Context: an optimization exercise on an open-source flow, tuned for small area. The choices shown serve that exercise and are no tape-out recipe.
Only simulation tests tie the RTL to the original design; equivalence was not proved.
The clock port is modelled as an ideal driver; clocking choices that lean on that would not hold on a real chip.
Power is estimated from default activity; no workload was simulated.

File: flow/flow/abc.script
strash
&get -n
&deepsyn -T 120
&dch -f
&nf -p -R 1000 -C 32 -F 8 -A 8
&put
strash
&get -n
&deepsyn -T 120
&dch -f
&nf -p -R 1000 -C 32 -F 8 -A 8
&put
topo
File: flow/flow/cts_pre.tcl
# Hand-built two-level clock tree (ORFS PRE_CTS hook): a root clkbuf_8 fed by
# the clock port drives leaf clkbuf_8 buffers (clkbuf_16 where a cluster needs it), each placed at the centre of a
# cluster of flip-flops (k-means on their positions). The number of leaves is
# the smallest (from 4) whose estimated clock pin slew is at most 88 ps. CTS
# then skips the clock net (CTS_ARGS -clk_nets i_Clk), and the flow goes on as
# usual (detailed placement, timing repair).
source [file join [file dirname [info script]] manual_cts_lib.tcl]
build_clock_tree i_Clk 4 24 0.088 sky130_fd_sc_hd__clkbuf_8 sky130_fd_sc_hd__clkbuf_16 sky130_fd_sc_hd__clkbuf_8
File: flow/config.mk
export PLATFORM = sky130hd
export DESIGN_NAME = Top
export DESIGN_NICKNAME = Top
export VERILOG_FILES = /design/flow/design.v
export SDC_FILE = /design/flow/constraint.sdc
export NUM_CORES = 8
export LEC_CHECK = 0
export CAP_MARGIN = 20
export CORE_MARGIN = 2
export CORE_UTILIZATION = 40
export SLEW_MARGIN = 20
File: flow/design.v
localparam [12:0]
    START_WALLS_1 = 13'b0110100001111,
    START_WALLS_2 = 13'b0110000001111,
    START_WALLS_3 = 13'b0111000001111;
module Key(i_Clk, i_Rst, i_Push, o_Push, o_fOut);
    input i_Clk, i_Rst;
    input [3:0] i_Push;
    output [3:0] o_Push;
    output o_fOut;
    reg [5:0] c_ClkCnt;
    reg [3:0] c_Pushed;
    wire fLowZero = ~|c_ClkCnt[4:0];
    wire fChanged = |(i_Push ^ c_Pushed);
    wire fLstClk  = c_ClkCnt[5] & fLowZero;
    assign o_Push = ~(i_Push | c_Pushed),
           o_fOut = fLstClk && fChanged && |o_Push;
    always@(posedge i_Clk, negedge i_Rst)
        if(!i_Rst) begin
            c_ClkCnt <= 0;
            c_Pushed <= 0;
        end else begin
            c_ClkCnt <= fChanged ? {c_ClkCnt[4:0], c_ClkCnt[5] ^ c_ClkCnt[4] ^ fLowZero} : 6'd0;
            if (fChanged && fLstClk) c_Pushed <= ~i_Push;
        end
endmodule
module Timer(
    input i_Clk,
    input i_Rst,
    input i_Enable,
    output reg [3:0] o_Sec0, o_Sec1, o_Sec2
);
    localparam [15:0] LST_CLK = 16'h9487;
    reg [15:0] c_ClkCnt;
    wire fLstClk  = c_ClkCnt == LST_CLK;
    wire fLstSec0 = o_Sec0 == 9,
         fLstSec1 = o_Sec1 == 9,
         fLstSec2 = o_Sec2 == 9;
    wire fIncSec1 = fLstClk && fLstSec0,
         fIncSec2 = fIncSec1 && fLstSec1;
    wire fFeedback = ~(c_ClkCnt[15] ^ c_ClkCnt[14] ^ c_ClkCnt[12] ^ c_ClkCnt[3]);
    always@ (posedge i_Clk, negedge i_Rst)
        if (!i_Rst) begin
            o_Sec0   <= 0;
            o_Sec1   <= 0;
            o_Sec2   <= 0;
        end else if (!i_Enable) begin
            o_Sec0   <= 0;
            o_Sec1   <= 0;
            o_Sec2   <= 0;
        end else begin
            if (fLstClk)  o_Sec0 <= fLstSec0 ? 4'd0 : o_Sec0 + 4'd1;
            if (fIncSec1) o_Sec1 <= fLstSec1 ? 4'd0 : o_Sec1 + 4'd1;
            if (fIncSec2) o_Sec2 <= fLstSec2 ? 4'd0 : o_Sec2 + 4'd1;
        end
    always@ (posedge i_Clk)
        c_ClkCnt <= (!i_Enable | fLstClk) ? 16'd0 : {c_ClkCnt[14:0], fFeedback};
endmodule
module FND(i_Data, o_FND);
input	[3:0] i_Data;
output	reg	[6:0] o_FND;	 
always@*
	case(i_Data)
		4'h0	: o_FND = 7'b1000000;
		4'h1	: o_FND = 7'b1111001;
		4'h2	: o_FND = 7'b0100100;
		4'h3	: o_FND = 7'b0110000;
		4'h4	: o_FND = 7'b0011001;
		4'h5	: o_FND = 7'b0010010;
		4'h6	: o_FND = 7'b0000010;
		4'h7	: o_FND = 7'b1011000;
		4'h8	: o_FND = 7'b0000000;
		4'h9	: o_FND = 7'b0011000;
		default	: o_FND = 7'h7f;
	endcase
endmodule
module ClkDiv(
	input Clk,
	input Rst,
	output Clk25m);
	reg r_Clk;
	assign Clk25m = r_Clk;
always@(posedge Clk, negedge Rst)
begin
	if (!Rst)
		r_Clk <= 0;
	else
		r_Clk <= ~r_Clk;
end
endmodule
module Draw (
    input i_Clk, i_Rst,
    input [1:0] i_Level,
    output reg [5:0] o_BlockPos_X,
    output reg [4:0] o_BlockPos_Y,
    output o_Clk, o_blank, o_hsync, o_vsync, o_fDrawDone);
    reg [9:0] r_PixelPos_X, r_PixelPos_Y;
    reg [5:0] r_BorderCnt_X, r_BorderCnt_Y;
    wire halfClk;
    ClkDiv clk25m(i_Clk, i_Rst, halfClk);
    wire [5:0] BlockLast = i_Level == 2'd2 ? 6'd39 :
                          (i_Level == 2'd3 ? 6'd19 :
                          (i_Level == 2'd0 ? 6'd15 : 6'd62));
    wire hBlank    = r_PixelPos_X >= 640,
         vBlank    = r_PixelPos_Y >= 480,
         hDrawDone = r_PixelPos_X == 639,
         vDrawDone = r_PixelPos_Y == 479,
         fBorder_X = r_BorderCnt_X == BlockLast,
         fBorder_Y = r_BorderCnt_Y == BlockLast;
    assign o_Clk       = halfClk,
           o_hsync     = r_PixelPos_X < 656 || r_PixelPos_X >= 752,
           o_vsync     = r_PixelPos_Y < 490 || r_PixelPos_Y >= 492,
           o_blank     = ~(hBlank || vBlank),
           o_fDrawDone = hDrawDone & vDrawDone;
    always@(posedge i_Clk, negedge i_Rst)
        if (!i_Rst) begin
            r_PixelPos_X  <= 0;
            r_PixelPos_Y  <= 0;
            r_BorderCnt_X <= 0;
            r_BorderCnt_Y <= 0;
            o_BlockPos_X  <= 0;
            o_BlockPos_Y  <= 0;
        end else if (!halfClk) begin
            r_PixelPos_X  <= r_PixelPos_X < 800 ? r_PixelPos_X + 10'd1 : 10'd0;
            if (r_PixelPos_X == 799)
                r_PixelPos_Y <= r_PixelPos_Y == 524 ? 10'd0 : r_PixelPos_Y + 10'd1;
            r_BorderCnt_X <= hBlank | fBorder_X ? 6'd0 : r_BorderCnt_X + 6'd1;
            if (hDrawDone)
                r_BorderCnt_Y <= fBorder_Y | vBlank ? 6'd0 : r_BorderCnt_Y + 6'd1;
            o_BlockPos_X  <= hBlank ? 6'd0 : (fBorder_X ? o_BlockPos_X + 6'd1 : o_BlockPos_X);
            o_BlockPos_Y  <= vBlank ? 5'd0 : (hDrawDone & fBorder_Y ? o_BlockPos_Y + 5'd1 : o_BlockPos_Y);
        end
endmodule
module MazeRom(input [1:0] i_Level, input [4:0] i_Y, input [5:0] i_X, output o_Wall);
  wire n0, n1, n2, n3, n4, n5, n6, n7, n8, n9, n10, n11, n12, n13, n14, n15, n16, n17, n18, n19, n20, n21, n22, n23, n24, n25, n26, n27, n28, n29, n30, n31, n32, n33, n34, n35, n36, n37, n38, n39, n40, n41, n42, n43, n44, n45, n46, n47, n48, n49, n50, n51, n52, n53, n54, n55, n56, n57, n58, n59, n60, n61, n62, n63, n64, n65, n66, n67, n68, n69, n70, n71, n72, n73, n74, n75, n76, n77, n78, n79, n80, n81, n82, n83, n84, n85, n86, n87, n88, n89, n90, n91, n92, n93, n94, n95, n96, n97, n98, n99, n100, n101, n102, n103, n104, n105, n106, n107, n108, n109, n110, n111, n112, n113, n114, n115, n116, n117, n118, n119, n120, n121, n122, n123, n124, n125, n126, n127, n128, n129, n130, n131, n132, n133, n134, n135, n136, n137, n138, n139, n140, n141, n142, n143, n144, n145, n146, n147, n148, n149, n150, n151, n152, n153, n154, n155, n156, n157, n158, n159, n160, n161, n162, n163, n164, n165, n166, n167, n168, n169, n170, n171, n172, n173, n174, n175, n176, n177, n178, n179, n180, n181, n182, n183, n184, n185, n186, n187, n188, n189, n190, n191, n192, n193, n194, n195, n196, n197, n198, n199, n200, n201, n202, n203, n204, n205, n206, n207, n208, n209, n210, n211, n212, n213, n214, n215, n216, n217, n218, n219, n220, n221, n222, n223, n224, n225, n226, n227, n228, n229, n230, n231, n232, n233, n234, n235, n236, n237, n238, n239, n240, n241, n242, n243, n244, n245, n246, n247, n248, n249, n250, n251, n252, n253, n254, n255, n256, n257, n258, n259, n260, n261, n262, n263, n264, n265, n266, n267, n268, n269, n270, n271, n272, n273, n274, n275, n276, n277, n278, n279, n280, n281, n282, n283, n284, n285, n286, n287, n288, n289, n290, n291, n292, n293, n294, n295, n296, n297, n298, n299, n300, n301, n302, n303, n304, n305, n306, n307, n308, n309, n310, n311, n312, n313, n314, n315, n316, n317, n318, n319, n320, n321, n322, n323, n324, n325, n326, n327, n328, n329, n330, n331, n332, n333, n334, n335, n336, n337, n338, n339, n340, n341, n342, n343, n344, n345, n346, n347, n348, n349, n350, n351, n352, n353;
  assign n0 = i_Y[1] ? 1'b0 : 1'b1;
  assign n1 = i_X[1] ? 1'b1 : n0;
  assign n2 = i_X[2] ? 1'b1 : n1;
  assign n3 = i_X[2] ? n1 : n0;
  assign n4 = i_X[3] ? n3 : n2;
  assign n5 = i_X[4] ? n4 : 1'b1;
  assign n6 = i_X[5] ? n0 : n5;
  assign n7 = i_X[1] ? n0 : 1'b1;
  assign n8 = i_X[2] ? n7 : 1'b1;
  assign n9 = i_X[3] ? n8 : 1'b1;
  assign n10 = i_Level[1] ? n9 : n6;
  assign n11 = i_X[2] ? n0 : n7;
  assign n12 = i_X[2] ? 1'b1 : n7;
  assign n13 = i_X[3] ? n12 : n11;
  assign n14 = i_X[3] ? 1'b1 : n12;
  assign n15 = i_X[4] ? n14 : n13;
  assign n16 = i_X[5] ? 1'b1 : n15;
  assign n17 = i_X[3] ? 1'b1 : n3;
  assign n18 = i_Level[1] ? n17 : n16;
  assign n19 = i_X[0] ? n18 : n10;
  assign n20 = i_X[3] ? n8 : n7;
  assign n21 = i_X[4] ? n20 : 1'b1;
  assign n22 = i_X[2] ? n0 : n1;
  assign n23 = i_X[3] ? 1'b1 : n22;
  assign n24 = i_X[4] ? 1'b1 : n23;
  assign n25 = i_X[0] ? n24 : n21;
  assign n26 = i_Level[0] ? n25 : n19;
  assign n27 = i_Y[1] ? 1'b1 : 1'b0;
  assign n28 = i_X[1] ? n27 : n0;
  assign n29 = i_X[2] ? n28 : n7;
  assign n30 = i_X[3] ? n29 : 1'b1;
  assign n31 = i_X[1] ? n0 : n27;
  assign n32 = i_X[2] ? n7 : n31;
  assign n33 = i_X[1] ? n27 : 1'b0;
  assign n34 = i_X[1] ? n27 : 1'b1;
  assign n35 = i_X[2] ? n34 : n33;
  assign n36 = i_X[3] ? n35 : n32;
  assign n37 = i_X[4] ? n36 : n30;
  assign n38 = i_X[2] ? 1'b1 : n27;
  assign n39 = i_X[5] ? n38 : n37;
  assign n40 = i_X[3] ? 1'b0 : n7;
  assign n41 = i_Level[1] ? n40 : n39;
  assign n42 = i_X[2] ? n1 : n31;
  assign n43 = i_X[3] ? 1'b1 : n42;
  assign n44 = i_X[4] ? 1'b1 : n43;
  assign n45 = i_X[5] ? 1'b1 : n44;
  assign n46 = i_X[1] ? n0 : 1'b0;
  assign n47 = i_X[2] ? 1'b0 : n46;
  assign n48 = i_X[1] ? 1'b0 : n27;
  assign n49 = i_X[1] ? 1'b1 : n27;
  assign n50 = i_X[2] ? n49 : n48;
  assign n51 = i_X[3] ? n50 : n47;
  assign n52 = i_Level[1] ? n51 : n45;
  assign n53 = i_X[0] ? n52 : n41;
  assign n54 = i_X[1] ? 1'b0 : 1'b1;
  assign n55 = i_X[2] ? n54 : 1'b1;
  assign n56 = i_X[3] ? n55 : 1'b1;
  assign n57 = i_X[2] ? n7 : n48;
  assign n58 = i_X[2] ? n27 : n31;
  assign n59 = i_X[3] ? n58 : n57;
  assign n60 = i_X[4] ? n59 : n56;
  assign n61 = i_X[2] ? n46 : n49;
  assign n62 = i_X[2] ? n1 : 1'b0;
  assign n63 = i_X[3] ? n62 : n61;
  assign n64 = i_X[4] ? 1'b1 : n63;
  assign n65 = i_X[0] ? n64 : n60;
  assign n66 = i_Level[0] ? n65 : n53;
  assign n67 = i_Y[3] ? n66 : n26;
  assign n68 = i_X[2] ? n1 : n7;
  assign n69 = i_X[2] ? n54 : n7;
  assign n70 = i_X[3] ? n69 : n68;
  assign n71 = i_X[1] ? 1'b1 : 1'b0;
  assign n72 = i_X[2] ? 1'b0 : n71;
  assign n73 = i_X[1] ? 1'b0 : n0;
  assign n74 = i_X[3] ? n73 : n72;
  assign n75 = i_X[4] ? n74 : n70;
  assign n76 = i_X[2] ? n73 : n1;
  assign n77 = i_X[5] ? n76 : n75;
  assign n78 = i_X[2] ? n46 : 1'b1;
  assign n79 = i_X[2] ? n48 : n7;
  assign n80 = i_X[3] ? n79 : n78;
  assign n81 = i_X[4] ? n80 : 1'b1;
  assign n82 = i_Level[1] ? n81 : n77;
  assign n83 = i_X[2] ? n0 : 1'b0;
  assign n84 = i_X[2] ? n1 : n46;
  assign n85 = i_X[3] ? n84 : n83;
  assign n86 = i_X[2] ? n0 : 1'b1;
  assign n87 = i_X[2] ? n1 : 1'b1;
  assign n88 = i_X[3] ? n87 : n86;
  assign n89 = i_X[4] ? n88 : n85;
  assign n90 = i_X[5] ? n87 : n89;
  assign n91 = i_X[2] ? n49 : n46;
  assign n92 = i_X[2] ? n48 : n31;
  assign n93 = i_X[3] ? n92 : n91;
  assign n94 = i_X[3] ? 1'b1 : n2;
  assign n95 = i_X[4] ? n94 : n93;
  assign n96 = i_Level[1] ? n95 : n90;
  assign n97 = i_X[0] ? n96 : n82;
  assign n98 = i_X[2] ? n28 : n34;
  assign n99 = i_X[2] ? 1'b0 : n73;
  assign n100 = i_X[3] ? n99 : n98;
  assign n101 = i_X[4] ? 1'b0 : n100;
  assign n102 = i_X[5] ? 1'b0 : n101;
  assign n103 = i_X[2] ? n73 : n33;
  assign n104 = i_X[3] ? n103 : 1'b0;
  assign n105 = i_X[2] ? n28 : n33;
  assign n106 = i_X[2] ? n48 : n28;
  assign n107 = i_X[3] ? n106 : n105;
  assign n108 = i_X[4] ? n107 : n104;
  assign n109 = i_X[2] ? n71 : n54;
  assign n110 = i_X[5] ? n109 : n108;
  assign n111 = i_X[0] ? n110 : n102;
  assign n112 = i_Y[3] ? n111 : n97;
  assign n113 = i_Y[4] ? n112 : n67;
  assign n114 = i_X[2] ? n54 : n1;
  assign n115 = i_X[3] ? n114 : 1'b1;
  assign n116 = i_X[3] ? 1'b1 : n28;
  assign n117 = i_X[4] ? n116 : n115;
  assign n118 = i_X[2] ? n28 : n48;
  assign n119 = i_X[5] ? n118 : n117;
  assign n120 = i_X[2] ? n46 : n54;
  assign n121 = i_X[3] ? n120 : 1'b1;
  assign n122 = i_Level[1] ? n121 : n119;
  assign n123 = i_X[2] ? 1'b1 : n49;
  assign n124 = i_X[2] ? n27 : n34;
  assign n125 = i_X[3] ? n124 : n123;
  assign n126 = i_X[3] ? 1'b1 : n38;
  assign n127 = i_X[4] ? n126 : n125;
  assign n128 = i_X[5] ? 1'b1 : n127;
  assign n129 = i_X[2] ? 1'b1 : n46;
  assign n130 = i_X[3] ? n129 : n28;
  assign n131 = i_Level[1] ? n130 : n128;
  assign n132 = i_X[0] ? n131 : n122;
  assign n133 = i_X[2] ? n73 : 1'b1;
  assign n134 = i_X[3] ? n133 : 1'b1;
  assign n135 = i_X[2] ? n7 : n49;
  assign n136 = i_X[2] ? n31 : n34;
  assign n137 = i_X[3] ? n136 : n135;
  assign n138 = i_X[4] ? n137 : n134;
  assign n139 = i_X[2] ? n31 : n46;
  assign n140 = i_X[3] ? n38 : n139;
  assign n141 = i_X[4] ? 1'b1 : n140;
  assign n142 = i_X[0] ? n141 : n138;
  assign n143 = i_Level[0] ? n142 : n132;
  assign n144 = i_X[2] ? n34 : 1'b1;
  assign n145 = i_X[3] ? n144 : 1'b1;
  assign n146 = i_X[2] ? n7 : n1;
  assign n147 = i_X[3] ? n146 : n31;
  assign n148 = i_X[4] ? n147 : n145;
  assign n149 = i_X[2] ? n34 : n1;
  assign n150 = i_X[5] ? n149 : n148;
  assign n151 = i_X[2] ? n46 : n48;
  assign n152 = i_X[3] ? n118 : n151;
  assign n153 = i_X[4] ? n152 : 1'b1;
  assign n154 = i_Level[1] ? n153 : n150;
  assign n155 = i_X[2] ? n48 : n71;
  assign n156 = i_X[3] ? n123 : n155;
  assign n157 = i_X[4] ? 1'b1 : n156;
  assign n158 = i_X[5] ? 1'b1 : n157;
  assign n159 = i_X[2] ? n7 : n71;
  assign n160 = i_X[2] ? n31 : n49;
  assign n161 = i_X[3] ? n160 : n159;
  assign n162 = i_X[4] ? 1'b1 : n161;
  assign n163 = i_Level[1] ? n162 : n158;
  assign n164 = i_X[0] ? n163 : n154;
  assign n165 = i_Y[3] ? n164 : n143;
  assign n166 = i_X[2] ? 1'b0 : n34;
  assign n167 = i_X[3] ? n166 : n79;
  assign n168 = i_X[4] ? 1'b0 : n167;
  assign n169 = i_X[5] ? 1'b0 : n168;
  assign n170 = i_X[2] ? n31 : n7;
  assign n171 = i_X[2] ? n31 : n54;
  assign n172 = i_X[3] ? n171 : n170;
  assign n173 = i_X[2] ? 1'b0 : n0;
  assign n174 = i_X[2] ? 1'b0 : n48;
  assign n175 = i_X[3] ? n174 : n173;
  assign n176 = i_X[4] ? n175 : n172;
  assign n177 = i_Level[1] ? n176 : n169;
  assign n178 = i_X[2] ? n28 : n71;
  assign n179 = i_X[3] ? 1'b0 : n178;
  assign n180 = i_X[4] ? n179 : 1'b0;
  assign n181 = i_X[5] ? n95 : n180;
  assign n182 = i_X[2] ? n31 : 1'b0;
  assign n183 = i_X[3] ? n91 : n182;
  assign n184 = i_X[4] ? n183 : 1'b0;
  assign n185 = i_Level[1] ? n184 : n181;
  assign n186 = i_X[0] ? n185 : n177;
  assign n187 = i_X[4] ? 1'b0 : n99;
  assign n188 = i_X[5] ? 1'b0 : n187;
  assign n189 = i_X[3] ? n99 : 1'b0;
  assign n190 = i_X[4] ? n189 : 1'b0;
  assign n191 = i_X[5] ? n38 : n190;
  assign n192 = i_X[0] ? n191 : n188;
  assign n193 = i_Y[3] ? n192 : n186;
  assign n194 = i_Y[4] ? n193 : n165;
  assign n195 = i_Y[2] ? n194 : n113;
  assign n196 = i_X[2] ? n27 : n48;
  assign n197 = i_X[3] ? n196 : n171;
  assign n198 = i_X[2] ? 1'b0 : n33;
  assign n199 = i_X[3] ? 1'b0 : n198;
  assign n200 = i_X[4] ? n199 : n197;
  assign n201 = i_X[5] ? 1'b0 : n200;
  assign n202 = i_X[3] ? n174 : n79;
  assign n203 = i_Level[1] ? n202 : n201;
  assign n204 = i_X[2] ? n33 : n73;
  assign n205 = i_X[2] ? n71 : n31;
  assign n206 = i_X[3] ? n205 : n204;
  assign n207 = i_X[4] ? n206 : 1'b0;
  assign n208 = i_X[2] ? n49 : n27;
  assign n209 = i_X[5] ? n208 : n207;
  assign n210 = i_X[2] ? n71 : 1'b0;
  assign n211 = i_X[3] ? n210 : 1'b0;
  assign n212 = i_Level[1] ? n211 : n209;
  assign n213 = i_X[0] ? n212 : n203;
  assign n214 = i_X[2] ? n71 : n34;
  assign n215 = i_X[2] ? n48 : 1'b0;
  assign n216 = i_X[3] ? n215 : n214;
  assign n217 = i_X[4] ? 1'b0 : n216;
  assign n218 = i_X[2] ? n33 : n31;
  assign n219 = i_X[2] ? n71 : n33;
  assign n220 = i_X[3] ? n219 : n218;
  assign n221 = i_X[4] ? n220 : 1'b0;
  assign n222 = i_X[0] ? n221 : n217;
  assign n223 = i_Level[0] ? n222 : n213;
  assign n224 = i_X[3] ? n198 : n54;
  assign n225 = i_X[4] ? 1'b0 : n224;
  assign n226 = i_X[5] ? 1'b0 : n225;
  assign n227 = i_X[3] ? n34 : 1'b1;
  assign n228 = i_Level[1] ? n227 : n226;
  assign n229 = i_X[3] ? n139 : 1'b0;
  assign n230 = i_X[2] ? n46 : n73;
  assign n231 = i_X[3] ? n230 : n171;
  assign n232 = i_X[4] ? n231 : n229;
  assign n233 = i_X[5] ? n210 : n232;
  assign n234 = i_X[3] ? 1'b1 : n208;
  assign n235 = i_Level[1] ? n234 : n233;
  assign n236 = i_X[0] ? n235 : n228;
  assign n237 = i_X[2] ? n1 : n54;
  assign n238 = i_X[2] ? n27 : n1;
  assign n239 = i_X[3] ? n238 : n237;
  assign n240 = i_X[4] ? 1'b0 : n239;
  assign n241 = i_X[3] ? n83 : 1'b0;
  assign n242 = i_X[2] ? n73 : n27;
  assign n243 = i_X[3] ? n214 : n242;
  assign n244 = i_X[4] ? n243 : n241;
  assign n245 = i_X[0] ? n244 : n240;
  assign n246 = i_Level[0] ? n245 : n236;
  assign n247 = i_Y[3] ? n246 : n223;
  assign n248 = i_X[2] ? n27 : n49;
  assign n249 = i_X[3] ? n248 : 1'b1;
  assign n250 = i_X[3] ? n196 : n210;
  assign n251 = i_X[4] ? n250 : n249;
  assign n252 = i_X[2] ? n33 : 1'b0;
  assign n253 = i_X[5] ? n252 : n251;
  assign n254 = i_X[2] ? n27 : 1'b1;
  assign n255 = i_X[2] ? n34 : n28;
  assign n256 = i_X[3] ? n255 : n254;
  assign n257 = i_X[2] ? n48 : n34;
  assign n258 = i_X[3] ? n252 : n257;
  assign n259 = i_X[4] ? n258 : n256;
  assign n260 = i_Level[1] ? n259 : n253;
  assign n261 = i_X[2] ? n48 : n33;
  assign n262 = i_X[2] ? n1 : n27;
  assign n263 = i_X[3] ? n262 : n261;
  assign n264 = i_X[2] ? 1'b1 : n34;
  assign n265 = i_X[2] ? n34 : n49;
  assign n266 = i_X[3] ? n265 : n264;
  assign n267 = i_X[4] ? n266 : n263;
  assign n268 = i_X[5] ? n38 : n267;
  assign n269 = i_X[3] ? n198 : 1'b0;
  assign n270 = i_X[2] ? n34 : n71;
  assign n271 = i_X[3] ? n49 : n270;
  assign n272 = i_X[4] ? n271 : n269;
  assign n273 = i_Level[1] ? n272 : n268;
  assign n274 = i_X[0] ? n273 : n260;
  assign n275 = i_X[2] ? n49 : 1'b1;
  assign n276 = i_X[3] ? n275 : 1'b1;
  assign n277 = i_X[2] ? n31 : n0;
  assign n278 = i_X[3] ? n277 : n136;
  assign n279 = i_X[4] ? n278 : n276;
  assign n280 = i_X[5] ? n36 : n279;
  assign n281 = i_X[2] ? n27 : n33;
  assign n282 = i_X[3] ? n2 : n281;
  assign n283 = i_X[4] ? 1'b1 : n282;
  assign n284 = i_X[5] ? 1'b1 : n283;
  assign n285 = i_X[0] ? n284 : n280;
  assign n286 = i_Y[3] ? n285 : n274;
  assign n287 = i_Y[4] ? n286 : n247;
  assign n288 = i_X[2] ? 1'b0 : n54;
  assign n289 = i_X[3] ? 1'b0 : n288;
  assign n290 = i_X[4] ? 1'b0 : n289;
  assign n291 = i_X[5] ? 1'b0 : n290;
  assign n292 = i_X[2] ? n28 : n54;
  assign n293 = i_X[2] ? n33 : 1'b1;
  assign n294 = i_X[3] ? n293 : n292;
  assign n295 = i_Level[1] ? n294 : n291;
  assign n296 = i_X[2] ? 1'b1 : n73;
  assign n297 = i_X[3] ? n296 : 1'b0;
  assign n298 = i_X[2] ? n54 : n0;
  assign n299 = i_X[3] ? n215 : n298;
  assign n300 = i_X[4] ? n299 : n297;
  assign n301 = i_X[2] ? n71 : 1'b1;
  assign n302 = i_X[5] ? n301 : n300;
  assign n303 = i_X[3] ? n275 : 1'b0;
  assign n304 = i_Level[1] ? n303 : n302;
  assign n305 = i_X[0] ? n304 : n295;
  assign n306 = i_X[3] ? n173 : n98;
  assign n307 = i_X[4] ? 1'b0 : n306;
  assign n308 = i_X[2] ? 1'b1 : 1'b0;
  assign n309 = i_X[3] ? n308 : 1'b0;
  assign n310 = i_X[2] ? n33 : n48;
  assign n311 = i_X[3] ? n91 : n310;
  assign n312 = i_X[4] ? n311 : n309;
  assign n313 = i_X[0] ? n312 : n307;
  assign n314 = i_Level[0] ? n313 : n305;
  assign n315 = i_X[3] ? n288 : n78;
  assign n316 = i_X[4] ? 1'b0 : n315;
  assign n317 = i_X[5] ? 1'b0 : n316;
  assign n318 = i_X[2] ? n33 : n54;
  assign n319 = i_X[2] ? n71 : n73;
  assign n320 = i_X[3] ? n319 : n318;
  assign n321 = i_X[3] ? 1'b0 : n174;
  assign n322 = i_X[4] ? n321 : n320;
  assign n323 = i_Level[1] ? n322 : n317;
  assign n324 = i_X[2] ? n7 : n46;
  assign n325 = i_X[3] ? n50 : n324;
  assign n326 = i_X[4] ? n325 : n211;
  assign n327 = i_X[5] ? n210 : n326;
  assign n328 = i_X[2] ? n49 : n7;
  assign n329 = i_X[3] ? n328 : n114;
  assign n330 = i_X[4] ? n329 : 1'b0;
  assign n331 = i_Level[1] ? n330 : n327;
  assign n332 = i_X[0] ? n331 : n323;
  assign n333 = i_Y[3] ? n332 : n314;
  assign n334 = i_X[2] ? n31 : 1'b1;
  assign n335 = i_X[3] ? n2 : n334;
  assign n336 = i_X[4] ? n335 : n9;
  assign n337 = i_X[5] ? n69 : n336;
  assign n338 = i_X[3] ? n254 : n144;
  assign n339 = i_X[4] ? n338 : 1'b1;
  assign n340 = i_Level[1] ? n339 : n337;
  assign n341 = i_X[2] ? 1'b1 : n71;
  assign n342 = i_X[3] ? n341 : n262;
  assign n343 = i_X[4] ? 1'b1 : n342;
  assign n344 = i_X[5] ? 1'b1 : n343;
  assign n345 = i_X[3] ? n49 : n248;
  assign n346 = i_X[3] ? n123 : n38;
  assign n347 = i_X[4] ? n346 : n345;
  assign n348 = i_Level[1] ? n347 : n344;
  assign n349 = i_X[0] ? n348 : n340;
  assign n350 = i_Y[3] ? 1'b1 : n349;
  assign n351 = i_Y[4] ? n350 : n333;
  assign n352 = i_Y[2] ? n351 : n287;
  assign n353 = i_Y[0] ? n352 : n195;
  assign o_Wall = n353;
endmodule
module Top(
    input i_Clk, i_Rst,
    input [3:0] i_Keyboard,
    output [6:0] o_FND0, o_FND1, o_FND2,
    output [7:0] o_Red, o_Green, o_Blue,
    output o_Clk, o_blank, o_hsync, o_vsync,
    output [1:0] o_LED0,
    output [3:0] o_LED1,
    output [3:0] o_LED2);
localparam [12:0]
    START_WALLS_1 = 13'b0110100001111,
    START_WALLS_2 = 13'b0110000001111,
    START_WALLS_3 = 13'b0111000001111;
    localparam
        IDLE     = 2'b00,
        RUNNING  = 2'b01,
        MOVE     = 2'b10,
        LV_CHECK = 2'b11;
    localparam
        LV_IDLE = 2'd1,
        LV_1    = 2'd2,
        LV_2    = 2'd3,
        LV_3    = 2'd0;
    localparam
        LEFT  = 2'b00,
        UP    = 2'b01,
        DOWN  = 2'b10,
        RIGHT = 2'b11;
    reg [1:0] c_State;
    reg [1:0] c_Level;           
    reg       c_Lag;             
    reg [5:0] c_PlayerPos_X;     
    reg [4:0] c_PlayerPos_Y;     
    reg [1:0] c_NextDirection;
    reg       c_NeedMove;
    reg wC, wL, wU, wD, wR, wLL, wUU, wDD, wRR, wUL, wUR, wDL, wDR;
    wire [3:0] Key_o_Direction;
    wire       Key_o_fOut;
    wire [3:0] Timer_o_Sec0, Timer_o_Sec1, Timer_o_Sec2;
    wire [5:0] BlockPos_X;
    wire [4:0] BlockPos_Y;
    wire       fDrawDone;
    wire       RomWall;
    wire       fRunning = c_State != IDLE;
    Key K0(i_Clk, i_Rst, i_Keyboard, Key_o_Direction, Key_o_fOut);
    Timer T0(i_Clk, i_Rst, fRunning, Timer_o_Sec0, Timer_o_Sec1, Timer_o_Sec2);
    Draw D0(i_Clk, i_Rst, c_Level, BlockPos_X, BlockPos_Y, o_Clk, o_blank, o_hsync, o_vsync, fDrawDone);
    MazeRom R0(c_Level, BlockPos_Y, BlockPos_X, RomWall);
    FND F0(Timer_o_Sec0, o_FND0);
    FND F1(Timer_o_Sec1, o_FND1);
    FND F2(Timer_o_Sec2, o_FND2);
    wire [5:0] dX = BlockPos_X - c_PlayerPos_X;
    wire [4:0] dY = BlockPos_Y - c_PlayerPos_Y;
    wire dXm2 = dX == 6'd62, dXm1 = dX == 6'd63, dX0 = dX == 6'd0, dXp1 = dX == 6'd1, dXp2 = dX == 6'd2;
    wire dYm2 = dY == 5'd30, dYm1 = dY == 5'd31, dY0 = dY == 5'd0, dYp1 = dY == 5'd1, dYp2 = dY == 5'd2;
    wire fPlayer = dX0 & dY0;
    wire fWall   = RomWall & ~c_Lag & (c_Level != LV_IDLE);
    wire fGoal   = (c_Level == LV_1 & BlockPos_X == 6'd14 & BlockPos_Y == 5'd10) |
                   (c_Level == LV_2 & BlockPos_X == 6'd30 & BlockPos_Y == 5'd22) |
                   (c_Level == LV_3 & BlockPos_X == 6'd38 & BlockPos_Y == 5'd28);
    assign o_Red   = {8{fPlayer | fWall}},
           o_Green = {8{fGoal | fWall}},
           o_Blue  = {8{fWall}};
    reg [3:0] LagFree;
    always @*
        case (c_Level)
            LV_2:    LagFree = ~START_WALLS_1[11:8];
            LV_3:    LagFree = ~START_WALLS_2[11:8];
            default: LagFree = 4'b1111;
        endcase
    wire [3:0] Free = c_Lag ? LagFree : ~{wL, wU, wD, wR};
    wire fLeft = Free[3], fUp = Free[2], fDown = Free[1], fRight = Free[0];
    wire fStart   = c_State == IDLE & Key_o_fOut,
         fMove    = c_State == MOVE,
         fLvCheck = c_State == LV_CHECK;
    wire fNeedMove = fRunning & |(Key_o_Direction & Free);
    wire fAtGoal = (c_Level == LV_1 & c_PlayerPos_X == 6'd14 & c_PlayerPos_Y == 5'd10) |
                   (c_Level == LV_2 & c_PlayerPos_X == 6'd30 & c_PlayerPos_Y == 5'd22) |
                   (c_Level == LV_3 & c_PlayerPos_X == 6'd38 & c_PlayerPos_Y == 5'd28);
    wire fLevelUP = fLvCheck & fAtGoal;
    wire fLoad = fStart | fLevelUP;
    reg [12:0] StartWalls;
    always @*
        case (c_Level)
            LV_IDLE: StartWalls = START_WALLS_1;
            LV_1:    StartWalls = START_WALLS_2;
            default: StartWalls = START_WALLS_3;
        endcase
    assign o_LED0 = c_State,
           o_LED1 = i_Keyboard,
           o_LED2 = Free;
    wire [1:0] NewDirection = Key_o_Direction[3] ? LEFT :
                             (Key_o_Direction[2] ? UP :
                             (Key_o_Direction[1] ? DOWN : RIGHT));
    always @(posedge i_Clk, negedge i_Rst)
        if (!i_Rst) begin
            c_State <= IDLE;
            c_Level <= LV_IDLE;
            c_PlayerPos_X   <= 0;
            c_PlayerPos_Y   <= 0;
            c_NeedMove      <= 0;
            c_NextDirection <= 0;
        end else begin
            if (fNeedMove) c_NextDirection <= NewDirection;
            if (fLoad) c_Level <= c_Level + 2'd1;
            c_NeedMove <= fNeedMove ? 1'b1 : (fMove ? 1'b0 : c_NeedMove);
            case (c_State)
                IDLE:     if (fStart) c_State <= RUNNING;
                RUNNING:  if (fDrawDone && c_NeedMove) c_State <= MOVE;
                MOVE:     c_State <= LV_CHECK;
                LV_CHECK: c_State <= RUNNING;
            endcase
            if (fLoad) begin
                c_PlayerPos_X <= 1;
                c_PlayerPos_Y <= 1;
            end else if (fMove)
                case (c_NextDirection)
                    LEFT:  c_PlayerPos_X <= c_PlayerPos_X - 6'd1;
                    RIGHT: c_PlayerPos_X <= c_PlayerPos_X + 6'd1;
                    UP:    c_PlayerPos_Y <= c_PlayerPos_Y - 5'd1;
                    DOWN:  c_PlayerPos_Y <= c_PlayerPos_Y + 5'd1;
                endcase
        end
    wire fScan = ~fLoad & ~fMove & o_blank;    
    wire fKeep = ~fLoad & ~fMove;
    reg [3:0] MovedN;
    always @*
        case (c_NextDirection)
            LEFT:  MovedN = {wLL, wUL, wDL, wC};
            RIGHT: MovedN = {wC, wUR, wDR, wRR};
            UP:    MovedN = {wUL, wUU, wC, wUR};
            DOWN:  MovedN = {wDL, wC, wDD, wDR};
        endcase
    wire [8:0] Hit = {dX0 & dY0, dXm2 & dY0, dX0 & dYm2, dX0 & dYp2, dXp2 & dY0,
                      dXm1 & dYm1, dXp1 & dYm1, dXm1 & dYp1, dXp1 & dYp1};
    wire [8:0] Far = {wC, wLL, wUU, wDD, wRR, wUL, wUR, wDL, wDR};
    wire [8:0] FarNext = ({9{fLoad}} & {StartWalls[12], StartWalls[7:0]}) |
                         ({9{fKeep}} & ~({9{fScan}} & Hit) & Far) |
                         ({9{fScan}} & Hit & {9{RomWall}});
    wire [3:0] NearNext = ({4{fLoad}} & StartWalls[11:8]) |
                          ({4{~fLoad & fMove}} & MovedN) |
                          ({4{fKeep}} & {wL, wU, wD, wR});
    always @(posedge i_Clk) begin
        c_Lag <= fLoad;
        {wC, wLL, wUU, wDD, wRR, wUL, wUR, wDL, wDR} <= FarNext;
        {wL, wU, wD, wR} <= NearNext;
    end
endmodule
File: flow/constraint.sdc
create_clock -name core_clock -period 20.0 [get_ports {i_Clk}]
set_input_delay 4.0000 -clock core_clock [delete_from_list [all_inputs] [get_ports {i_Clk}]]
set_output_delay 4.0000 -clock core_clock [all_outputs]
set_load 0.01 [all_outputs]
File: flow/flow/manual_cts_lib.tcl
# Build a two-level clock tree by hand: root buffer at the sinks' centre,
# driving NLEAF leaf buffers, each at the centre of a cluster of flip-flops.
proc manual_clock_tree { clk_port_net nleaf leaf_master root_master } {
  set block [ord::get_db_block]
  set db [ord::get_db]
  set clk [$block findNet $clk_port_net]
  set sinks {}
  foreach it [$clk getITerms] {
    lappend sinks $it
  }
  # positions
  set pts {}
  foreach it $sinks {
    set b [[$it getInst] getBBox]
    lappend pts [list [expr {([$b xMin]+[$b xMax])/2}] [expr {([$b yMin]+[$b yMax])/2}]]
  }
  set n [llength $sinks]
  # k-means init: sort by x then y slices
  set cents {}
  set order [lsort -real -index 0 [lmap p $pts i [lrange [lsearch -all $pts *] 0 end] {list [lindex $p 0] $i}]]
  for {set k 0} {$k < $nleaf} {incr k} {
    set i [lindex [lindex $order [expr {int(($k + 0.5) * $n / $nleaf)}]] 1]
    lappend cents [lindex $pts $i]
  }
  for {set iter 0} {$iter < 30} {incr iter} {
    set asg {}
    foreach p $pts {
      set best 0; set bd 1e30
      for {set k 0} {$k < $nleaf} {incr k} {
        set c [lindex $cents $k]
        set d [expr {abs([lindex $p 0]-[lindex $c 0]) + abs([lindex $p 1]-[lindex $c 1])}]
        if {$d < $bd} {set bd $d; set best $k}
      }
      lappend asg $best
    }
    set nc {}
    for {set k 0} {$k < $nleaf} {incr k} {
      set sx 0; set sy 0; set cnt 0
      foreach p $pts a $asg { if {$a == $k} { set sx [expr {$sx+[lindex $p 0]}]; set sy [expr {$sy+[lindex $p 1]}]; incr cnt } }
      if {$cnt > 0} { lappend nc [list [expr {$sx/$cnt}] [expr {$sy/$cnt}]] } else { lappend nc [lindex $cents $k] }
    }
    set cents $nc
  }
  set lm [$db findMaster $leaf_master]
  set rm [$db findMaster $root_master]
  set rnet [odb::dbNet_create $block clk_root]
  $rnet setSigType CLOCK
  set rx 0; set ry 0
  for {set k 0} {$k < $nleaf} {incr k} {
    set c [lindex $cents $k]
    set rx [expr {$rx + [lindex $c 0]}]; set ry [expr {$ry + [lindex $c 1]}]
    set inst [odb::dbInst_create $block $lm clkleaf_$k]
    set net [odb::dbNet_create $block clk_leaf_$k]
    $net setSigType CLOCK
    [$inst findITerm A] connect $rnet
    [$inst findITerm X] connect $net
    $inst setLocation [expr {int([lindex $c 0])}] [expr {int([lindex $c 1])}]
    $inst setPlacementStatus PLACED
    foreach it $sinks a $asg {
      if {$a == $k} { $it disconnect; $it connect $net }
    }
  }
  set root [odb::dbInst_create $block $rm clkroot]
  [$root findITerm A] connect $clk
  [$root findITerm X] connect $rnet
  $root setLocation [expr {int($rx/$nleaf)}] [expr {int($ry/$nleaf)}]
  $root setPlacementStatus PLACED
}

# Undo manual_clock_tree: sinks back on the clock net, tree cells removed.
proc remove_manual_clock_tree { clk_port_net nleaf } {
  set block [ord::get_db_block]
  set clk [$block findNet $clk_port_net]
  for {set k 0} {$k < $nleaf} {incr k} {
    set net [$block findNet clk_leaf_$k]
    foreach it [$net getITerms] {
      if {[[$it getInst] getName] ne "clkleaf_$k"} { $it disconnect; $it connect $clk }
    }
    odb::dbInst_destroy [$block findInst clkleaf_$k]
    odb::dbNet_destroy $net
  }
  odb::dbInst_destroy [$block findInst clkroot]
  odb::dbNet_destroy [$block findNet clk_root]
}

# Largest slew (ns) at a flip-flop clock pin, from placement parasitics.
proc max_clock_pin_slew { } {
  estimate_parasitics -placement
  set mx 0
  foreach pin [get_pins -hierarchical */CLK] {
    set s [get_property $pin slew_max]
    if {$s > $mx} { set mx $s }
  }
  return $mx
}

# Largest clock pin slew (ns) among the sinks of leaf k.
proc leaf_slew { k } {
  set block [ord::get_db_block]
  set mx 0
  foreach it [[$block findNet clk_leaf_$k] getITerms] {
    if {[[$it getInst] getName] eq "clkleaf_$k"} continue
    set pin [get_pins [[$it getInst] getName]/[[$it getMTerm] getName]]
    set s [get_property $pin slew_max]
    if {$s > $mx} { set mx $s }
  }
  return $mx
}

# Smallest tree (from nmin leaves up) whose estimated clock pin slew is at
# most limit_ns; a leaf over the limit is first given the bigger buffer big.
proc build_clock_tree { clk_port_net nmin nmax limit_ns leaf big root } {
  set db [ord::get_db]
  set block [ord::get_db_block]
  for {set n $nmin} {$n <= $nmax} {incr n} {
    manual_clock_tree $clk_port_net $n $leaf $root
    set_propagated_clock [all_clocks]
    estimate_parasitics -placement
    for {set k 0} {$k < $n} {incr k} {
      if {[leaf_slew $k] > $limit_ns} {
        [$block findInst clkleaf_$k] swapMaster [$db findMaster $big]
      }
    }
    set s [max_clock_pin_slew]
    puts "manual clock tree: $n leaves, estimated clock pin slew $s ns"
    if {$s <= $limit_ns || $n == $nmax} { return $n }
    remove_manual_clock_tree $clk_port_net $n
  }
}
File: flow/flow/run.sh
#!/bin/bash
# Layout flow: the standard ORFS flow (standard.sh), changed only in how
# cells are chosen:
#  - synthesis is the standard flow's script (synth_recipe.tcl's steps, same registers),
#    except that ABC maps the logic with an area-oriented script (abc.script)
#    and adders are left to ABC instead of full/half-adder cells;
#    pass-through wires get buf_1 instead of buf_4
#  - ports are buffered with buf_1
#  - clock tree: built by cts_pre.tcl (root + leaf clkbuf_8 buffers)
# Every tool writes its full log under orfs/logs; make's output is in flow.log.
set -euo pipefail
F=$(cd "$(dirname "${BASH_SOURCE[0]}")" && pwd)
export MY_ABC_SCRIPT=$F/abc.script
bash standard.sh \
  SYNTH_SCRIPT=$F/synth.tcl \
  ADDER_MAP_FILE= \
  "MIN_BUF_CELL_AND_PORTS=sky130_fd_sc_hd__buf_1 A X" \
  "BUFFER_PORTS_ARGS=-buffer_cell sky130_fd_sc_hd__buf_1" \
  PRE_CTS_TCL=$F/cts_pre.tcl \
  "CTS_ARGS=-buf_list sky130_fd_sc_hd__clkbuf_8 -dont_use_dummy_load -clk_nets i_Clk" \
  finish > flow.log 2>&1
File: flow/flow/synth.tcl
# synth_recipe.tcl with one change: the abc call uses $MY_ABC_SCRIPT.
proc synth {args} { yosys synth -nofsm -noshare {*}$args }
proc abc {args} {
  set i [lsearch -exact $args -script]
  if { $i >= 0 } { set args [lreplace $args [expr {$i + 1}] [expr {$i + 1}] $::env(MY_ABC_SCRIPT)] }
  yosys abc {*}$args
}
source $::env(SCRIPTS_DIR)/synth.tcl
# left out here: clear keep_hierarchy, flatten, clean up, hide names made inside functions, write 1_2_yosys.v
File: flow/standard.sh
#!/bin/bash
# synth_recipe.tcl (not shown) runs the flow's synth.tcl, then flattens the netlist and writes it again
# the make line also repeats each setting of config.mk as NAME=value (left out here)
make -C /OpenROAD-flow-scripts/flow DESIGN_CONFIG=/design/flow/config.mk WORK_HOME=/design/flow/orfs CLKGATE_MAP_FILE= SYNTH_SCRIPT=/design/flow/synth_recipe.tcl "${@:-finish}"
==> results of run 1 <==
[area by class of cell]
| cell class | instances | area, um^2 |
|---|---|---|
| Tap cell | 229 | 287 |
| Timing Repair Buffer | 76 | 334 |
| Fill cell | 1830 | 9940 |
| Sequential cell | 114 | 2700 |
| Inverter | 21 | 78.8 |
| Buffer | 8 | 178 |
| Multi-Input combinational cell | 787 | 4440 |
[cells in the final DEF (no fill, tap or decap), drive strengths merged, types with 7 or more instances in the layout]
cell / n
a31oi: 17
nand2: 92
nor2: 118
or3: 9
a211oi: 8
dfxtp: 30
nand3: 28
nand2b: 22
nor3: 55
clkbuf: 9
o31ai: 7
o21ai: 78
nor2b: 36
nand4: 10
xnor2: 19
nor4: 9
nor3b: 8
dfrtp: 83
and2: 30
and3: 16
xor2: 17
clkinv: 21
a21oi: 90
o211ai: 9
buf: 75
[layer usage]
metal  global-route usage (%)  vias to the layer above
li1                         -                     3605
met1                     31.1                     3495
met2                     35.9                      387
met3                     3.06                      102
met4                     8.98                        0
met5                        0                        -
[state kept, by name, summed over array words and instances, names as in the netlist, 2 cells and up]
signal            count
T0.o_Sec2             4
c_PlayerPos_Y         5
D0.r_PixelPos_X      10
K0.c_Pushed           4
T0.o_Sec0             4
c_Level               2
T0.c_ClkCnt          16
T0.o_Sec1             4
D0.o_BlockPos_Y       5
D0.r_BorderCnt_X      6
K0.c_ClkCnt           6
D0.r_BorderCnt_Y      6
c_State               2
c_PlayerPos_X         6
D0.o_BlockPos_X       6
c_NextDirection       2
D0.r_PixelPos_Y      10
[through the flow]
stage	total power, W	std cells
5_1_grt	0.000900	1235
6_report	0.000839	1235
3_5_place_dp	0.000700	1227
3_3_place_gp	0.000704	1227
4_1_cts	0.000839	1235
2_1_floorplan	0.000593	952
[final timing paths]
kind	startpoint	to	slack (ps)	cells past startpoint
setup / recovery	D0.o_BlockPos_X[3]	o_Green[6]	10870	18
min in group asynchronous	i_Rst	T0.o_Sec0[2]	3470	1
setup reg to reg	D0.o_BlockPos_X[3]	wUR	15710	16
hold reg to reg	wU	wU	440	2
hold / removal	wU	wU	440	2
max in group asynchronous	i_Rst	D0.r_BorderCnt_X[1]	15400	2
[kinds of logic after synthesis]
| family | synth area share [%] |
|---|---|
| buffers and inverters | 2.61 |
| adders and majority gates | 0.273 |
| xor gates and xnor gates | 4.30 |
| DFF | 36.8 |
| and+or+nand+nor | 31.4 |
| muxes | 0.409 |
| AOI/OAI and AO/OA | 24.1 |
[power groups by stage]
stage	combinational (W)	sequential, W	clock [W]
global placement	0.000357	0.000347	0
finish	0.000361	0.000343	0.000135
global route	0.000400	0.000352	0.000148
CTS	0.000355	0.000343	0.000141
detailed placement	0.000354	0.000346	0
floorplan	0.000262	0.000331	0
[tightest hold or removal path, stage by stage, from the launching register on]
cell and delay [ps]:
dfxtp_1 310, clkinv_1 40, a21oi_1 50
==> results.yml, run 1 <==
status:
  status: "complete, no violations"
drt:
  ant_nets: 0
  drcViolationCount: 0
  avgViaCountPerCell: 6.14
  top_layer: "met4"
  drt-met1-wl_mm: 9.75
  drt_pre_antenna_iters: 7
  routedWlPerCell_um: 18.4
  wl_met2_mm: 10.1
  drt_iter0_drc: 799
  finalWirelength_mm: 22.7
  num_vias: 7589
  wl_met3_mm: 1.82
floorplan:
  io_pins: 65
  start_util_pct: 40.9
  core_um2: 18000
  num_rows: 49
  dieHeight_um: 139
  die_area_um2: 19400
  die_w_um: 139
synth:
  syn_nets: 958
  syn-instance-count: 952
  synth_top_area_share_pct: 28.3
  netlist_area_um2: 7340
  yosysWarnings: 6
  yosys-top-cells-area: "dfrtp_1, dfxtp_1, a21oi_1, nor2_1, o21ai_0"
  async_flop_share_pct: 73.7
  ys_ff_latch: 114
  synthTopCellsByCount: "nor2_1, nand2_1, a21oi_1, dfrtp_1, o21ai_0"
  syn_area_per_cell_um2: 7.71
  synth-main-ff-cell: "dfrtp_1"
  synth_edf_count: 0
  yosys.cell_count.top_type: "nor2_1"
  ys_seq_area_share_pct: 36.8
  ys_types: 59
  synth_area_leader_cell: "dfrtp_1"
sta:
  setup_viol: 0
  fin_ws_ps: 10870
  holdWs_ps: 442
  period_minus_slack_ps: 9130
  drv_slew: 0
  rsz0062_at_grt: "no"
  finalHoldViolCount: 0
  timing.final.crit_share_pct: 45.7
  fin_tns_setup_ps: 0
  relSlewSlack_pct: 32.8
  worstMarginPinSlew_ps: 1010
  max_freq_ghz: 0.110
  skew_ps: 9.61
placement:
  hpwlAfterDp_mm: 16.0
  placedInstanceArea_um2: 7850
  pre_cts_slack_ps: 11470
  gp_congestion: 1.01
  io_buffers: 64
critical_path:
  worst-path-max-fanout: 44
  cp.required_ps: 16000
  worst_setup_path_end_kind: "output pin"
  path_delay_family: "simple AND/OR/NAND/NOR gates"
  crit_chain: "buf_4 > nor2b_1 > nand2_1 > o21a_1 > nand3_1 > nand3_1 > o311ai_0 > nand3_1 > a21oi_1 > a21oi_1 > nand3_1 > a21oi_1 > nor3_1 > a21oi_1 > a22oi_1 > or3_1 > o31ai_1 > buf_1"
  slowest_delay_ps: 720
  crit_arrival_ps: 5130
  worst-path-buf-inv: 2
  critical_path_class: "reg2out"
  slowest_stage: "nor2b_1"
  critPathLaunchType: "flip-flop"
power:
  switching_share_pct: 45.0
  p_switching_w: 0.000378
  p_comb_share_pct: 43.1
  ir_drop_uv: 69.5
  cellLeakagePower_nw: 3.05
  p_seq_share_pct: 40.9
  power.share.clock_pct: 16.1
  power.internal_w: 0.000461
  power_density_nw_per_um2: 105
clock_tree:
  clk_pin_slew_ps: 70
  postCtsSetupRepairBufs: 0
  post_cts_resize_count: 0
  cts_hold_buf: 0
  clkLatencyLatePin_ps: 410
finish:
  synthToLayoutAreaGrowth_pct: 9.34
  diodes: 0
  drive_above_1_share_pct: 2.19
  utilization_pct: 44.7
  nets: 1014
  final_area_um2: 8020
grt:
  grt_overflow_total: 0
  grtUsageTotal_pct: 22.5
  grt_max_degree: 70
  antenna_found_initial: 0
  grt_pass1_wl_mm: 36.8
  grt_pass1_vias: 7049
worst_hold_path:
  hold_path_class: "reg2reg"
run:
  drv_cap: 0
==> run 2, diff against run 1 <==
--- a/flow/flow/run.sh
+++ b/flow/flow/run.sh
@@ -3,13 +3,15 @@
 # cells are chosen:
 #  - synthesis is the standard flow's script (synth_recipe.tcl's steps, same registers),
-#    except that ABC maps the logic with an area-oriented script (abc.script)
+#    except that ABC maps the logic with an area-oriented script (abc.script,
+#    run with four &deepsyn seeds, keeping the smallest result)
 #    and adders are left to ABC instead of full/half-adder cells;
 #    pass-through wires get buf_1 instead of buf_4
 #  - ports are buffered with buf_1
-#  - clock tree: built by cts_pre.tcl (root + leaf clkbuf_8 buffers)
+#  - clock tree: built by cts_pre.tcl (root clkbuf_8, leaf clkbuf_4/8 buffers)
 # Every tool writes its full log under orfs/logs; make's output is in flow.log.
 set -euo pipefail
 F=$(cd "$(dirname "${BASH_SOURCE[0]}")" && pwd)
-export MY_ABC_SCRIPT=$F/abc.script
+export MY_FLOW_DIR=$F
+export MY_ABC_SEEDS="0 1 2 3"
 bash standard.sh \
   SYNTH_SCRIPT=$F/synth.tcl \
==> flow/flow/cts_pre.tcl (replaced) <==
# Hand-built two-level clock tree (ORFS PRE_CTS hook): a root clkbuf_8 fed by
# the clock port drives leaf clkbuf_4 buffers (clkbuf_8 where a cluster needs it), each placed at the centre of a
# cluster of flip-flops (k-means on their positions). The number of leaves is
# the smallest (from 6) whose estimated clock pin slew is at most 88 ps. CTS
# then skips the clock net (CTS_ARGS -clk_nets i_Clk), and the flow goes on as
# usual (detailed placement, timing repair).
source [file join [file dirname [info script]] manual_cts_lib.tcl]
build_clock_tree i_Clk 6 30 0.088 sky130_fd_sc_hd__clkbuf_4 sky130_fd_sc_hd__clkbuf_8 sky130_fd_sc_hd__clkbuf_8
==> flow/flow/synth.tcl (replaced) <==
# synth_recipe.tcl with one change: the abc call maps with abc.script, run once
# per seed in $MY_ABC_SEEDS (the seed of ABC's &deepsyn), keeping the mapping
# with the smallest cell area.
proc synth {args} { yosys synth -nofsm -noshare {*}$args }
proc abc {args} {
  set i [lsearch -exact $args -script]
  set base [file join $::env(MY_FLOW_DIR) abc.script]
  set best_area ""
  set best_seed ""
  yosys design -save pre_abc
  foreach seed $::env(MY_ABC_SEEDS) {
    yosys design -load pre_abc
    set f [open $base r]; set txt [read $f]; close $f
    set script [file join $::env(OBJECTS_DIR) abc_seed$seed.script]
    set f [open $script w]; puts -nonewline $f [string map [list "&deepsyn " "&deepsyn -S $seed "] $txt]; close $f
    set a [lreplace $args [expr {$i + 1}] [expr {$i + 1}] $script]
    yosys abc {*}$a
    set st [tee -q -s result.string stat {*}$::lib_args]
    regexp {Chip area for module[^:]*:\s*([0-9.]+)} $st -> area
    puts "abc seed $seed: area $area"
    if { $best_area eq "" || $area < $best_area } {
      set best_area $area
      set best_seed $seed
      yosys design -save best_abc
    }
  }
  puts "abc: keeping seed $best_seed (area $best_area)"
  yosys design -load best_abc
}
source $::env(SCRIPTS_DIR)/synth.tcl
# left out here: clear keep_hierarchy, flatten, clean up, hide names made inside functions, write 1_2_yosys.v
==> run 2 against run 1 <==
Effect of this change: die area is 1.4% lower; worst hold slack better by 6.5 ps; flip-flop and latch count stayed put; sequential share of layout area is 0.52 points higher; critical path type unchanged; critical endpoint is now o_Green[3]; largest cell class unchanged; highest routed layer unchanged.
==> results.yml, run 2 <==
finish:
  nets: 1021
  diodes: 0
  instances_no_fill: 1242
  largest_register: "T0.c_ClkCnt"
  fillers: 1880
  largest_reg_flops: 16
  final_area_um2: 7900
  most-common-layout-cells: "nor2_1, nand2_1, a21oi_1, dfrtp_1, o21ai_0"
  utilization_pct: 44.3
  synthToLayoutAreaGrowth_pct: 9.24
  top_regs: "T0.c_ClkCnt: 16 flops, D0.r_PixelPos_X: 10 flops, D0.r_PixelPos_Y: 10 flops"
  drive_above_1_share_pct: 3.06
  final_common_cell: "nor2_1"
placement:
  pre_cts_slack_ps: 11380
  io_buffers: 64
  gp_congestion: 1.01
  hpwlAfterDp_mm: 16.3
  placedInstanceArea_um2: 7730
  dp.cells: 1224
critical_path:
  crit_arrival_ps: 5230
  critPathLaunchType: "flip-flop"
  worst_setup_path_end_kind: "output pin"
  worst-path-max-fanout: 20
  critical_path_class: "reg2out"
  cp.required_ps: 16000
synth:
  synth_top_area_share_pct: 28.7
  yosysWarnings: 6
  synthTopCellsByCount: "nor2_1, nand2_1, a21oi_1, dfrtp_1, o21ai_0"
  ys_ff_latch: 114
  netlist_area_um2: 7230
  syn_area_per_cell_um2: 7.61
  yosys-top-cells-area: "dfrtp_1, dfxtp_1, nor2_1, a21oi_1, nand2_1"
  yosys.cell_count.top_type: "nor2_1"
  syn-instance-count: 951
  ys_types: 61
  synth-main-ff-cell: "dfrtp_1"
  syn_nets: 957
  ys_seq_area_share_pct: 37.4
  synth_edf_count: 0
  async_flop_share_pct: 73.7
  synth_area_leader_cell: "dfrtp_1"
power:
  cellLeakagePower_nw: 3.06
  power_density_nw_per_um2: 91.7
  ir_drop_uv: 53.3
grt:
  grt_max_degree: 59
  antenna_found_initial: 0
  grt_pass1_wl_mm: 36.5
  grt_overflow_total: 0
  grtUsageTotal_pct: 22.6
  grt_pass1_vias: 6948
sta:
  relSlewSlack_pct: 37.5
  drv_slew: 0
  skew_ps: 27.7
  max_freq_ghz: 0.108
  finalHoldViolCount: 0
  period_minus_slack_ps: 9230
  timing.final.crit_share_pct: 46.1
  setup_viol: 0
  rsz0062_at_grt: "no"
  fin_tns_setup_ps: 0
  worstMarginPinSlew_ps: 938
  fin_ws_ps: 10770
drt:
  drcViolationCount: 0
  finalWirelength_mm: 22.6
  drt_pre_antenna_iters: 6
  drt_iter0_drc: 877
  ant_nets: 0
  routedWlPerCell_um: 18.2
  avgViaCountPerCell: 6.06
  num_vias: 7532
floorplan:
  num_rows: 49
  die_w_um: 138
  dieHeight_um: 138
  die_area_um2: 19200
  start_util_pct: 40.5
  core_um2: 17800
  io_pins: 65
status:
  status: "complete, no violations"
clock_tree:
  clkLatencyLatePin_ps: 450
  postCtsSetupRepairBufs: 0
  clk_pin_slew_ps: 70
  cts_hold_buf: 0
  post_cts_resize_count: 0
worst_hold_path:
  hold_path_class: "reg2reg"
run:
  drv_cap: 0
==> run 2: cell count changes in the layout (fill, tap and decap cells not counted), moves of 5 or more <==
| cell | change |
|---|---|
| a311oi_1 | -5 |
| and3_1 | +5 |
| clkbuf_4 | +12 |
| o21ai_0 | -8 |
| o22ai_1 | +9 |
| xor2_1 | -6 |
| nor2b_1 | -10 |
| xnor2_1 | +5 |
| o32ai_1 | -5 |
| o311ai_0 | -5 |
| nand2_1 | +8 |
| nor2_1 | +17 |
| clkbuf_16 | -6 |
==> run 2: where the power goes <==
| part | total, W | switching (W) | leakage, nW | internal (W) |
|---|---|---|---|---|
| registers | 0.000299 | 0.0000409 | 1.34 | 0.000258 |
| clock network | 0.000128 | 0.0000739 | 0.0983 | 0.0000538 |
| logic | 0.000298 | 0.000199 | 1.62 | 0.0000988 |
| total | 0.000725 | 0.000314 | 3.06 | 0.000411 |
==> run 2: cells by family (layout without fill, tap and decap cells) <==
family,count (synthesis),after routing,synth area share [%]
AND/OR/NAND/NOR,476,476,32.3
AO/OA/AOI/OAI,264,264,22.2
flip-flops,114,114,37.4
buffers and inverters,54,116,2.80
XOR/XNOR,35,35,4.24
multiplexers,6,6,0.882
adder cells (fa/ha/maj),2,2,0.277
==> run 2: per-layer routing <==
layer	global-route usage [%]	wire, um	vias up
met2	35.5	9790	388
met4	8.54	991	0
met1	31.9	10100	3472
met3	2.84	1760	94
met5	0	0	-
li1	-	-	3578
==> run 2: layout make-up <==
class,count,area (um^2),share of cell area (%)
buffer,18,173,2.19
sequential,114,2700,34.2
tap,229,287,3.63
multi-input combinational,783,4330,54.8
inverter,24,90.1,1.14
timing repair buffer,74,319,4.04
==> run 2: final timing paths <==
path	from	endpoint	slack (ps)	cells after the start
max in group asynchronous	i_Rst	D0.r_BorderCnt_X[4]	15390	2
min	T0.c_ClkCnt[1]	T0.c_ClkCnt[2]	450	1
min reg2reg	T0.c_ClkCnt[1]	T0.c_ClkCnt[2]	450	1
max	D0.o_BlockPos_X[3]	o_Green[3]	10770	18
max reg2reg	D0.o_BlockPos_X[3]	wUU	15600	16
min in group asynchronous	i_Rst	c_PlayerPos_X[0]	3510	1
==> run 2: stage by stage <==
step / hold slack [ps] / total power, W
2_1_floorplan: 422 / 0.000504
3_3_place_gp: 436 / 0.000602
3_5_place_dp: 444 / 0.000596
4_1_cts: 456 / 0.000726
5_1_grt: 469 / 0.000777
6_report: 448 / 0.000725
==> run 2: worst max-delay path: stages (launching register included) <==
cell	delay, ps
dfrtp_1	680
buf_4	370
nand2_1	250
nor2_1	330
a21oi_1	190
a21oi_1	360
o21ai_0	180
o2111ai_1	140
a22oi_1	110
a211oi_1	180
a2111oi_0	100
a31oi_1	230
nor2_1	60
a21oi_1	180
nor2_1	60
a21oi_1	620
nand3b_1	270
o21ai_0	280
buf_1	210

-- afterwards: timing with drivers on the ports --
No port has a modelled driver above. Below, the same layouts with a new extraction and two added sets of constraints.
Step 1 sets driving cells, clkbuf_16 on the clock port and buf_2 on the other inputs (assumed; they add their load-dependent delay and slew).
Step 2 also shifts input and output timing later by t, the mid clock arrival at the registers, as if the neighbouring blocks saw the same clock.
Slacks: no drivers / after step 1 / after step 2; pairs: no drivers / after step 1.
| run | shift t [ns] | setup WS [ns] | cell pins on the clock port's net |
|---|---|---|---|
| run 1 | 0.446 | 10.870 / 10.833 / 11.279 | 1 |
| run 2 | 0.466 | 10.770 / 10.736 / 11.202 | 1 |
After both steps every run listed still meets setup and hold.
